From an optimization exercise on the open Yosys and OpenROAD flow, aimed at small area and a short achievable clock period; shortcuts taken in it are not production practice.
Only simulation tests tie the RTL to the original design; equivalence was not proved.
Power and IR drop assume default switching activity.

job 206:
// Booth
module Booth (
    input  CLK, RST,
    input  [31:0] x, y,
    output [63:0] p
);
Size: roughly 2900 cells after synthesis, ~31000 um2 of cells after synthesis.
Settings: LEC_CHECK=0, CAP_MARGIN=20, CORE_MARGIN=2, CORE_UTILIZATION=40, SETUP_SLACK_MARGIN=3.1, SLEW_MARGIN=20, SYNTH_HIERARCHICAL=1, SYNTH_MINIMUM_KEEP_SIZE=0; clock period 7.5 ns.
standard.sh (not shown) runs the stock make flow with config.mk's settings and CLKGATE_MAP_FILE= SYNTH_SCRIPT=/design/flow/synth_recipe.tcl, a recipe that flattens the netlist after the stock synthesis.
==> flow/flow/run.sh <==
#!/bin/bash
# Own layout flow: the standard flow, plus one step after floorplan that
# sets every combinational cell to the smallest drive strength of its family
# (Yosys/ABC map with a fixed load and tends to pick oversized gates). The
# later resizer steps (repair_design, repair_timing) size up what needs it.
set -euo pipefail
here=$(pwd)
export POST_FLOORPLAN_TCL="$here/flow/downsize.tcl"
# buffer the ports with a plain buffer (the default pick is a slow delay cell)
export BUFFER_PORTS_ARGS="-buffer_cell sky130_fd_sc_hd__buf_1"
bash standard.sh > "$here/standard.log" 2>&1
==> flow/flow/downsize.tcl <==
# Swap each combinational standard cell for the smallest-drive cell of the same
# function (same footprint family); leave flops, adders, buffers and ties alone.
set n 0
foreach inst [get_cells *] {
  set master [get_property $inst ref_name]
  if {![regexp {^sky130_fd_sc_hd__([a-z0-9]+)_([0-9]+)$} $master -> base size]} { continue }
  if {[regexp {^(df|sdf|edf|dl|fa|ha|conb|tap|fill|decap|buf|clkbuf|clkdly|dlygate|dlymetal|inv|clkinv|diode|lpflow|probe)} $base]} { continue }
  set best ""
  set bestsize 1000
  foreach lc [get_lib_cells sky130_fd_sc_hd__${base}_*] {
    set nm [get_name $lc]
    if {![regexp "^sky130_fd_sc_hd__${base}_(\[0-9\]+)\$" $nm -> s]} { continue }
    if {[get_property $lc dont_use]} { continue }
    if {$s < $bestsize} { set bestsize $s; set best $nm }
  }
  if {$best ne "" && $best ne $master} {
    replace_cell $inst $best
    incr n
  }
}
puts "downsize: replaced $n cells"
Input changes introduced in job 9130 (baseline for comparison: job 206):
- a change of SETUP_SLACK_MARGIN from 3.1 to 3.25
Results
Portion of total power attributed to combinational logic (job 9130 over job 206): increase, 0.2 points
From job 206 to job 9130 the numbers moved as follows: data required time at the worst endpoint has remained practically unchanged, sum of internal, switching and leakage power went up about 0.8%.
| routability congestion estimate from global placement | job 9130 vs job 206 | 4.3% lower |
Routed wire length went down slightly going from job 206 to job 9130.
Cmp job 9130 vs job 206: final critical path time including I/O delays and setup lower in job 9130
### job 9130 -> job 5229
- SETUP_SLACK_MARGIN changed from 3.25 to 3.0
--- outcome ---
Between job 5229 and job 9130, the number of diodes is lower for job 5229. Compared with job 9130, job 5229 shows total of clock buffers placed in the layout lower by 1. A top routing layer in use of met4 is what job 9130 shows, while met5 belongs to job 5229. Going from job 9130 to job 5229, filler-free cell count of the finished design grew by 15, total power decreased by about 0.9% relative to the old numbers. The highest achievable clock rate of job 5229 falls short of that of job 9130 by about 4.5%. Comparing job 5229 and job 9130, area fraction of clock buffers and clock inverters is lower on job 9130. Against job 9130, job 5229 reports a fraction of the core area covered by cells at the end of the flow that is lower. Compared with job 9130, job 5229 shows sequential power that has gone down by a few percent. Total internal power: job 5229 > job 9130. Number of hold violations in the final report: job 9130 vs job 5229 identical. The area used by multi-input combinational logic of job 5229 is lower than that of job 9130.
Setup changes, job 5229 to job 4875
- CTS_BUF_LIST: unset -> sky130_fd_sc_hd__clkbuf_8
- SETUP_SLACK_MARGIN: 3.0 -> 3.25
- Job 4875 ended with more routed wire length on met2 than job 5229.
- Comparing first-pass GRT wire length for job 5229 and job 4875, the smaller number came from job 5229.
- Est. power | job 4875 vs job 5229 | job 4875 higher
- When the final numbers for job 5229 and job 4875 were put side by side, the worst relative slew slack turned out to be smaller in job 5229.
- As far as power in combinational cells is concerned, job 4875 and job 5229 perform about the same.
- Going from job 5229 to job 4875, leakage dissipation +1.1%; data arrival at the endpoint of the critical path decreased by 0.18 ns relative to the old numbers; placed cell area -200 um2.

Starting RTL as in the previous note.
==> flow/design.v (excerpt) <==
module Booth (
    input  CLK, RST,
    input  [31:0] x, y,
    output [63:0] p
);
Settings: LEC_CHECK=0, CAP_MARGIN=20, CORE_MARGIN=2, CORE_UTILIZATION=40, SETUP_SLACK_MARGIN=3.5, SLEW_MARGIN=20, SYNTH_HIERARCHICAL=1, SYNTH_MINIMUM_KEEP_SIZE=0; clock period 7.5 ns.
Scripts as last shown in full above: flow/flow/run.sh, flow/flow/downsize.tcl
Edit:
--- a/flow/config.mk
+++ b/flow/config.mk
@@ -11 +11 @@
-export SETUP_SLACK_MARGIN = 3.5
+export SETUP_SLACK_MARGIN = 3.35
Effect: Final area shrinks by a few percent; power shrinks by a few percent; combinational power shrinks by a few percent; worst hold slack gets worse by 21 ps; core utilization shrinks by 2.2 points; sequential share of layout area grows by 0.51 points; routed wire length shrinks by a few percent; global-route usage shrinks by 2.0 points.

==> static timing again, ports no longer ideal <==
No port has a modelled driver above. Below, the same layouts with a new extraction and two added sets of constraints.
Step 1 sets driving cells, clkbuf_16 on the clock port and buf_2 on the other inputs (assumed; they add their load-dependent delay and slew).
Step 2, shift: input delay + t, output delay - t, t = (earliest + latest rising clock arrival at the registers) / 2. This alone moves slack from input paths to output paths.
Three values: no drivers, after step 1, after step 2; two values: the first two.
run	t, ns	slack for setup (ns)	hold WS [ns]	worst setup path after step 2	worst register clock-pin slew, ns
job 206	0.617	3.096 / 3.062 / 3.096	0.933 / 0.933 / 0.933	register to register	0.07 / 0.07
job 9130	0.601	3.247 / 3.242 / 3.247	0.936 / 0.936 / 0.936	register to register	0.07 / 0.07
job 5229	0.624	3.046 / 3.019 / 3.046	1.003 / 1.003 / 1.003	register to register	0.07 / 0.07
job 4875	0.625	3.239 / 3.239 / 3.239	0.944 / 0.944 / 0.944	register to register	0.07 / 0.07
the first run of note 2	0.611	3.441 / 3.441 / 3.308	0.946 / 0.946 / 0.946	input to register	0.07 / 0.07
the second run of note 2	0.615	3.349 / 3.281 / 3.334	0.925 / 0.925 / 0.925	input to register	0.07 / 0.07
After both steps setup and hold are still met in every run listed. For the first run of note 2, which loses most, drivers alone change the setup slack by 0.000 ns; drivers and shift together by -0.133 ns.
